This design comes from an exercise in tuning for small area and a short achievable clock period on the open sky130 flow, not from production work. Only simulation tests tie the RTL to the original design; equivalence was not proved.

job 7736:
==> flow/design.v (excerpt) <==
module hsv2rgb_pipe (
        input clk,
        input rst_n,
        input in_valid,
        input [7:0] h,
        input [7:0] s,
        input [7:0] v,
        output reg out_valid,
        output reg [7:0] r,
        output reg [7:0] g,
        output reg [7:0] b
    );
Size: roughly 980 cells after synthesis, about 110 flip-flops, roughly 52 I/O pins, about 8300 µm² of cells after synthesis.
clock: 15.0 ns
lec_check: 0
abc_area: 1
cap_margin: 5
core_margin: 2
core_utilization: 40
slew_margin: 5
synth_hierarchical: 1
synth_minimum_keep_size: 0
standard.sh (not shown) runs the stock make flow with config.mk's settings and CLKGATE_MAP_FILE= SYNTH_SCRIPT=/design/flow/synth_recipe.tcl, a recipe that flattens the netlist after the stock synthesis.
==> flow/flow/run.sh <==
#!/bin/bash
set -euo pipefail
export BUFFER_PORTS_ARGS="-buffer_cell sky130_fd_sc_hd__buf_1"
bash standard.sh SETUP_SLACK_MARGIN=10.95 finish > standard.log 2>&1
Input-level comparison between job 9221 and job 7736:
# job 7736
export LEC_CHECK = 0
export ABC_AREA = 1
export CAP_MARGIN = 5
export CORE_MARGIN = 2
export CORE_UTILIZATION = 40
export SLEW_MARGIN = 5
export SYNTH_HIERARCHICAL = 1
export SYNTH_MINIMUM_KEEP_SIZE = 0
create_clock -name core_clock -period 15.0 [get_ports {clk}]
# job 9221
export LEC_CHECK = 0
export CAP_MARGIN = 20
export CORE_MARGIN = 2
export CORE_UTILIZATION = 40
export SLEW_MARGIN = 20
export SYNTH_HIERARCHICAL = 1
export SYNTH_MINIMUM_KEEP_SIZE = 0
create_clock -name core_clock -period 15.0 [get_ports {clk}]
==> notes.md <==
- On final critical-path share of the clock period: job 9221 sits above job 7736.
- [compare] base=job 7736 new=job 9221: critical path depth rose by 10, clock period minus final worst setup slack now sits higher.
- Share of cell area taken by multi-input logic gates: lower on job 7736
- Starting density of the core: job 9221 and job 7736 compared, higher one is job 9221
- Changes observed in job 9221 relative to job 7736: final layout net count fell 141; longest individual stage delay on the worst path rose 200 ps.
Inputs modified between job 9221 and job 3487:
# job 9221
export LEC_CHECK = 0
export CAP_MARGIN = 20
export CORE_MARGIN = 2
export CORE_UTILIZATION = 40
export SLEW_MARGIN = 20
export SYNTH_HIERARCHICAL = 1
export SYNTH_MINIMUM_KEEP_SIZE = 0
create_clock -name core_clock -period 15.0 [get_ports {clk}]
# job 3487
export LEC_CHECK = 0
export ABC_AREA = 1
export CAP_MARGIN = 20
export CORE_MARGIN = 2
export CORE_UTILIZATION = 40
export SLEW_MARGIN = 20
export SYNTH_HIERARCHICAL = 1
export SYNTH_MINIMUM_KEEP_SIZE = 0
create_clock -name core_clock -period 15.0 [get_ports {clk}]
A capture point of the worst path of r[4] is what job 9221 shows, while out_valid belongs to job 3487.
Job 3487 vs. job 9221: fraction of standard cell area that is sequential fell 0.31 points, smallest setup slack after layout rose 52 ps, cell count rose 146.
Between job 3487 and job 9221, number of global-route vias before repair is higher for job 3487, job 9221 comes in under that.
Changes in job 8543 relative to job 3487:
# job 3487
export LEC_CHECK = 0
export ABC_AREA = 1
export CAP_MARGIN = 20
export CORE_MARGIN = 2
export CORE_UTILIZATION = 40
export SLEW_MARGIN = 20
export SYNTH_HIERARCHICAL = 1
export SYNTH_MINIMUM_KEEP_SIZE = 0
create_clock -name core_clock -period 15.0 [get_ports {clk}]
# job 8543
export LEC_CHECK = 0
export CAP_MARGIN = 20
export CORE_MARGIN = 2
export CORE_UTILIZATION = 40
export CTS_BUF_LIST = sky130_fd_sc_hd__clkbuf_8
export CTS_CLUSTER_SIZE = 15
export SLEW_MARGIN = 20
export SYNTH_HIERARCHICAL = 1
export SYNTH_MINIMUM_KEEP_SIZE = 0
create_clock -name core_clock -period 15.0 [get_ports {clk}]
==> flow/flow/run.sh <==
#!/bin/bash
set -euo pipefail
export BUFFER_PORTS_ARGS="-buffer_cell sky130_fd_sc_hd__buf_1"
bash standard.sh SETUP_SLACK_MARGIN=10.7 finish > standard.log 2>&1
==> notes.md <==
- Job 8543 vs job 3487, post-synthesis share of cell area spent on and, or, nand and nor gates went down by 2.0 points.
- Taking job 3487 as the reference point, the non-clock buffer count of job 8543 rises by about 10%.
- On job 8543: share of the synthesized area in compound gates (AO/OA/AOI/OAI) is 4.9 points higher than what job 3487 gave.
Edits applied to the flow inputs when going from job 8543 to job 7056:
# job 8543
export LEC_CHECK = 0
export CAP_MARGIN = 20
export CORE_MARGIN = 2
export CORE_UTILIZATION = 40
export CTS_BUF_LIST = sky130_fd_sc_hd__clkbuf_8
export CTS_CLUSTER_SIZE = 15
export SLEW_MARGIN = 20
export SYNTH_HIERARCHICAL = 1
export SYNTH_MINIMUM_KEEP_SIZE = 0
create_clock -name core_clock -period 15.0 [get_ports {clk}]
# job 7056
export LEC_CHECK = 0
export ABC_AREA = 1
export CAP_MARGIN = 20
export CORE_MARGIN = 2
export CORE_UTILIZATION = 40
export SLEW_MARGIN = 20
export SYNTH_HIERARCHICAL = 1
export SYNTH_MINIMUM_KEEP_SIZE = 0
create_clock -name core_clock -period 15.0 [get_ports {clk}]
==> flow/flow/run.sh <==
#!/bin/bash
set -euo pipefail
export BUFFER_PORTS_ARGS="-buffer_cell sky130_fd_sc_hd__buf_1"
bash standard.sh SETUP_SLACK_MARGIN=11.1 finish > standard.log 2>&1
Start point of the critical path: out_valid -> job 7056, u2[7] -> job 8543. The first-pass GRT wire length number comes out higher for job 7056 vs job 8543. Area: job 7056 vs job 8543 -> job 7056 larger. Job 7056 vs. job 8543: share of synthesized cell area in and, or, nand and nor gates +2.0 points; number of multi-input logic gates up 59; non-clock buffer count up about 1.8%; final net count grew by 155.

---

## job 490
hsv2rgb_pipe again, from the RTL that the note above started with.
==> flow/design.v (excerpt) <==
module hsv2rgb_pipe (
        input clk,
        input rst_n,
        input in_valid,
        input [7:0] h,
        input [7:0] s,
        input [7:0] v,
        output reg out_valid,
        output reg [7:0] r,
        output reg [7:0] g,
        output reg [7:0] b
    );
export LEC_CHECK = 0
export CAP_MARGIN = 20
export CORE_MARGIN = 2
export CORE_UTILIZATION = 40
export SLEW_MARGIN = 20
export SYNTH_HIERARCHICAL = 1
export SYNTH_MINIMUM_KEEP_SIZE = 0
create_clock -name core_clock -period 15.0 [get_ports {clk}]
==> flow/flow/run.sh <==
#!/bin/bash
set -euo pipefail
export BUFFER_PORTS_ARGS="-buffer_cell sky130_fd_sc_hd__buf_1"
bash standard.sh SETUP_SLACK_MARGIN=10.7 finish > standard.log 2>&1
Both conditions hold for job 490: the flow ran to the end and the final layout passed the timing, DRC and antenna checks.
Input-level comparison between job 785 and job 490:
Settings: putting ABC_AREA at 1 where nothing was set.
==> flow/flow/run.sh <==
#!/bin/bash
set -euo pipefail
export BUFFER_PORTS_ARGS="-buffer_cell sky130_fd_sc_hd__buf_1"
bash standard.sh SETUP_SLACK_MARGIN=10.8 finish > standard.log 2>&1
## What came out
Summary of job 785 over job 490: initial core utilization down 0.23 points; routability-driven placement congestion ratio up 0.45%. Area of the multi-input gates sits lower in job 785 than in job 490. Compared with job 490, job 785 has extra setup slack. The wire length reported by the detailed router was comparable across job 490 and job 785. Job 785 ends up with a required time of the worst setup path that is 30 ps higher than in job 490. Job 785: no failed stages, no open violations at the end. Most common cell after layout, fill and taps aside: sky130_fd_sc_hd__nand2_1 -> job 785, sky130_fd_sc_hd__nor2_1 -> job 490.
## Diff of input files: job 4138 against job 785
Settings: ABC_AREA removed (was 1); CTS_BUF_LIST newly set to sky130_fd_sc_hd__clkbuf_8 sky130_fd_sc_hd__clkbuf_16.
==> flow/flow/run.sh <==
#!/bin/bash
set -euo pipefail
export BUFFER_PORTS_ARGS="-buffer_cell sky130_fd_sc_hd__buf_1"
bash standard.sh SETUP_SLACK_MARGIN=10.7 finish > standard.log 2>&1
Notes after the runs:
Job 4138 reports its launching element of the worst setup path as u2[7] while job 785 reports s1[0].
Higher cell area among job 4138 and job 785: job 785
Higher die area goes to job 785 over job 4138.
Job 4138 vs job 785 — number of distinct standard cells referenced by the synthesized netlist rose 58%.
Summary of the comparison: maximum frequency from static timing analysis is lower in job 4138, relative to job 785.
Note that the met3 wirelength from detailed routing recorded for job 4138 amounts to 0.875 times the value seen in job 785.
diff inputs: job 4138 => job 5564
Settings: CTS_BUF_LIST no longer set, was sky130_fd_sc_hd__clkbuf_8 sky130_fd_sc_hd__clkbuf_16.
==> flow/flow/run.sh <==
#!/bin/bash
set -euo pipefail
export BUFFER_PORTS_ARGS="-buffer_cell sky130_fd_sc_hd__buf_1"
bash standard.sh SETUP_SLACK_MARGIN=11.2 finish > standard.log 2>&1
The layout cell share with drive strength beyond 1 of job 5564 exceeds that of job 4138 by 17 points.
Going from job 4138 to job 5564, the cell count was found to have gone up by 4.8%.
met1 routed wirelength after detailed routing was lower in job 4138 than in job 5564.
Measured against job 4138, the number of signal-net buffers in the layout of job 5564 comes out at 1.9 times the reference value.
Job 5564 — detailed-routed wire length on met3 about 13% lower, job 4138 as reference
Looking only at first-pass GRT wire length, and setting everything else aside, the higher value of job 5564 and job 4138 goes to job 5564.
## Diff of input files: job 7112 against job 5564
Settings: CTS_BUF_LIST newly set to sky130_fd_sc_hd__clkbuf_8.
==> flow/flow/run.sh <==
#!/bin/bash
set -euo pipefail
export BUFFER_PORTS_ARGS="-buffer_cell sky130_fd_sc_hd__buf_1"
bash standard.sh SETUP_SLACK_MARGIN=10.7 finish > standard.log 2>&1
Notes after the runs:
- Delta(smallest hold slack, job 7112 - job 5564) > 0
- Job 7112 was carried through to the last stage, and its layout satisfied the timing, DRC and antenna checks.
- Job 5564 was carried through to the last stage, and its layout satisfied the timing, DRC and antenna checks.
- Run comparison: job 7112 end of the critical path r[6]; job 5564 end of the critical path out_valid
- In the reports for job 7112 and job 5564, the smaller sequential share of cell area belongs to job 5564.
- From job 5564 to job 7112 the numbers moved as follows: via count fell about 4.3%; routed metal-1 wire length fell 3.9%; area share of buffers outside the clock network fell 5.0 points.
- Design area (job 5564 / job 7112): 1.12

---

Setup of 11-10:
hsv2rgb_pipe, a different RTL version from the one above (not shown whole).
Size in the first run: about 52 I/O pins, about 8000 sq um of cells after synthesis.
## hsv2rgb_pipe
module hsv2rgb_pipe (
        input clk,
        input rst_n,
        input in_valid,
        input [7:0] h,
        input [7:0] s,
        input [7:0] v,
        output reg out_valid,
        output reg [7:0] r,
        output reg [7:0] g,
        output reg [7:0] b
    );
clock: 15.0 ns
lec_check: 0
cap_margin: 20
core_margin: 2
core_utilization: 40
cts_buf_list: sky130_fd_sc_hd__clkbuf_8
slew_margin: 20
synth_hierarchical: 1
synth_minimum_keep_size: 0
==> flow/flow/run.sh <==
#!/bin/bash
set -euo pipefail
export BUFFER_PORTS_ARGS="-buffer_cell sky130_fd_sc_hd__buf_1"
bash standard.sh SETUP_SLACK_MARGIN=10.4 finish > standard.log 2>&1
11-10 ended with every stage complete and zero timing, DRC or antenna violations.
The following lists how 03-01 was set up differently from 11-10:
--- a/flow/flow/run.sh
+++ b/flow/flow/run.sh
@@ -4 +4 @@
-bash standard.sh SETUP_SLACK_MARGIN=10.4 finish > standard.log 2>&1
+bash standard.sh SETUP_SLACK_MARGIN=10.9 finish > standard.log 2>&1
Findings:
~same clock skew in 03-01 and 11-10. The total routing usage reported by global routing was comparable across 03-01 and 11-10. Global-route wire length before repair essentially unchanged between 11-10 and 03-01. | layout-stage area growth over the synthesis result | 03-01 vs 11-10 | 7.9 points higher |. Looking at critical path's slowest cell, the dfxtp_1 result is from 11-10; the fa_2 one comes from 03-01.

---

## build 39
hsv2rgb_pipe, a different RTL version from the one above (not shown whole).
Size in the first run: ~110 flip-flops, roughly 52 I/O pins, ~0.0083 mm^2 of cells after synthesis.
Design hsv2rgb_pipe, start of the top module:
module hsv2rgb_pipe (
        input clk,
        input rst_n,
        input in_valid,
        input [7:0] h,
        input [7:0] s,
        input [7:0] v,
        output reg out_valid,
        output reg [7:0] r,
        output reg [7:0] g,
        output reg [7:0] b
    );
clock: 15.0 ns
lec_check: 0
cap_margin: 20
core_margin: 2
core_utilization: 40
cts_buf_list: sky130_fd_sc_hd__clkbuf_8
slew_margin: 20
synth_hierarchical: 1
synth_minimum_keep_size: 0
==> flow/flow/run.sh <==
#!/bin/bash
# The standard layout (standard.sh), with plain buffers on the ports
# instead of the delay buffers buffer_ports picks by default.
set -euo pipefail
export BUFFER_PORTS_ARGS="-buffer_cell sky130_fd_sc_hd__buf_2"
bash standard.sh  finish > standard.log 2>&1
The final layout from build 39, which completed every stage, passed the timing, DRC and antenna checks at the end of the flow.
> inputs changed (build 39 -> build 95)
==> flow/flow/run.sh <==
#!/bin/bash
set -euo pipefail
export BUFFER_PORTS_ARGS="-buffer_cell sky130_fd_sc_hd__buf_1"
bash standard.sh SETUP_SLACK_MARGIN=10.7 finish > standard.log 2>&1
[summary]
- Compared to build 39, build 95 has met3 capacity usage during global routing 0.68 points higher.
- Changes observed in build 95 relative to build 39: number of placed instances, taps included did not really move, measured slew at the worst slew-check pin now sits lower, global-route usage now sits at about the same level.
- Build 95 vs. build 39: clock skew picked up an extra 3.0 ps; fraction of area in non-clock buffers shrank by 0.71 points; number of iterations in the first detailed-routing pass went up by 1.
- Cell area: build 39 vs build 95, no meaningful difference
- On fraction of the core area covered by cells at the end of the flow, build 39 and build 95 are neck and neck.
Input-level comparison between build 35 and build 95:
- CTS_BUF_LIST: sky130_fd_sc_hd__clkbuf_8 -> unset
==> flow/flow/run.sh <==
#!/bin/bash
# The standard layout (standard.sh), with plain buffers on the ports
# instead of the delay buffers buffer_ports picks by default, and timing
# repair aiming for 11 ns of setup slack at the design's clock period.
set -euo pipefail
export BUFFER_PORTS_ARGS="-buffer_cell sky130_fd_sc_hd__buf_2"
bash standard.sh SETUP_SLACK_MARGIN=11 finish > standard.log 2>&1
--- outcome ---
Re clock-buffer cell count: build 95 and build 35 aren't equal, and the higher value belongs to build 35.
Re width of the die: no difference whatsoever between build 35 and build 95.
Build 35 went all the way through the flow, and no timing, DRC or antenna check failed.
> inputs changed (build 35 -> build 32)
- putting CTS_BUF_LIST at sky130_fd_sc_hd__clkbuf_8 where nothing was set
==> flow/flow/run.sh <==
#!/bin/bash
# The standard layout (standard.sh), with plain buffers on the ports
# instead of the delay buffers buffer_ports picks by default.
set -euo pipefail
export BUFFER_PORTS_ARGS="-buffer_cell sky130_fd_sc_hd__buf_1"
bash standard.sh SETUP_SLACK_MARGIN=11.1 finish > standard.log 2>&1
### Flow results
- Looking at clock period minus worst slack, build 32 sits 67 ps above build 35.
- Build 32 vs. build 35: maximum number of pins on one net before global-route repair went down by 2, biggest cell delay along the critical path now sits higher, cell area now sits higher.
- The sequential share of layout area reported for build 32 is smaller than that of build 35 by 0.57 points.

---

== run R ==
hsv2rgb_pipe with an RTL version that a note above also has.
Size: ~820 cells after synthesis, ~110 flip-flops, roughly 52 I/O pins, roughly 8000 um^2 of cells after synthesis.
==> flow/config.mk <==
export PLATFORM = sky130hd
export DESIGN_NAME = hsv2rgb_pipe
export DESIGN_NICKNAME = hsv2rgb_pipe
export VERILOG_FILES = /design/flow/design.v
export SDC_FILE = /design/flow/constraint.sdc
export NUM_CORES = 4
export LEC_CHECK = 0
export CAP_MARGIN = 20
export CORE_MARGIN = 2
export CORE_UTILIZATION = 40
export CTS_BUF_LIST = sky130_fd_sc_hd__clkbuf_8
export SLEW_MARGIN = 20
export SYNTH_HIERARCHICAL = 1
export SYNTH_MINIMUM_KEEP_SIZE = 0
==> flow/constraint.sdc <==
create_clock -name core_clock -period 15.0 [get_ports {clk}]
set_input_delay 3.0000 -clock core_clock [delete_from_list [all_inputs] [get_ports {clk}]]
set_output_delay 3.0000 -clock core_clock [all_outputs]
set_load 0.01 [all_outputs]
==> flow/flow/run.sh <==
#!/bin/bash
set -euo pipefail
export BUFFER_PORTS_ARGS="-buffer_cell sky130_fd_sc_hd__buf_1"
bash standard.sh SETUP_SLACK_MARGIN=10.8 finish > standard.log 2>&1
Run R: no failed stages, no open violations at the end
[inputs] run P vs run R
==> flow/flow/run.sh <==
#!/bin/bash
set -euo pipefail
export BUFFER_PORTS_ARGS="-buffer_cell sky130_fd_sc_hd__buf_1"
bash standard.sh SETUP_SLACK_MARGIN=10.7 finish > standard.log 2>&1
No run among run R and run P stopped early or left any final violation; all are clean. Run P vs run R: global-route met2 utilization down in run P. Looking only at post-CTS resize count, and setting everything else aside, the higher value of run R and run P goes to run R. Run comparison: run R worst setup path endpoint p2[4]; run P worst setup path endpoint u2[3]. Run R -> run P: die area delta 0, exact match. Comparing run R against run P, there is no change at all in hold path depth. Run P falls short of run R in maximum frequency.

[afterwards: timing with drivers on the ports]
In the flow no input, the clock included, has a driving cell. The finished layouts below were timed again as built, in two steps. Step 1, drivers: a clkbuf_16 drives clk and a buf_2 each remaining input, both assumed. Step 2 times the ports against the registers' clock, not the clock port: input delays grow and output delays shrink by t, the midpoint of the rising clock arrivals with the driver on. Three values: no drivers, after step 1, after step 2; two values: the first two.
run	t, ns	setup slack, ns	hold slack, ns	worst setup path at the end
job 7736	0.397	11.154 / 11.110 / 11.172	0.341 / 0.341 / 0.341	register to register
job 9221	0.400	11.102 / 11.083 / 11.102	0.344 / 0.344 / 0.344	register to register
job 3487	0.397	11.154 / 11.110 / 11.172	0.341 / 0.341 / 0.341	register to register
job 8543	0.426	10.892 / 10.892 / 10.892	0.350 / 0.350 / 0.350	register to register
job 7056	0.396	11.155 / 11.111 / 11.283	0.341 / 0.341 / 0.341	register to register
job 490	0.401	10.903 / 10.903 / 10.903	0.345 / 0.345 / 0.345	register to register
job 785	0.397	11.072 / 11.072 / 11.072	0.346 / 0.346 / 0.346	register to register
job 4138	0.401	10.903 / 10.903 / 10.903	0.345 / 0.345 / 0.345	register to register
job 5564	0.392	11.159 / 11.115 / 11.160	0.323 / 0.323 / 0.323	register to register
job 7112	0.426	10.892 / 10.892 / 10.892	0.350 / 0.350 / 0.350	register to register
11-10	0.423	10.634 / 10.634 / 10.634	0.333 / 0.333 / 0.333	register to register
03-01	0.421	10.934 / 10.934 / 10.934	0.338 / 0.338 / 0.338	register to register
build 39	0.415	10.635 / 10.635 / 10.635	0.335 / 0.335 / 0.335	register to register
build 95	0.409	10.859 / 10.859 / 10.859	0.330 / 0.330 / 0.330	register to register
build 35	0.389	11.010 / 11.010 / 11.010	0.326 / 0.326 / 0.326	register to register
build 32	0.417	10.942 / 10.942 / 10.942	0.328 / 0.328 / 0.328	register to register
run R	0.427	10.938 / 10.938 / 10.938	0.346 / 0.346 / 0.346	register to register
run P	0.425	10.857 / 10.857 / 10.857	0.340 / 0.340 / 0.340	register to register
After both steps every run listed still meets setup and hold.
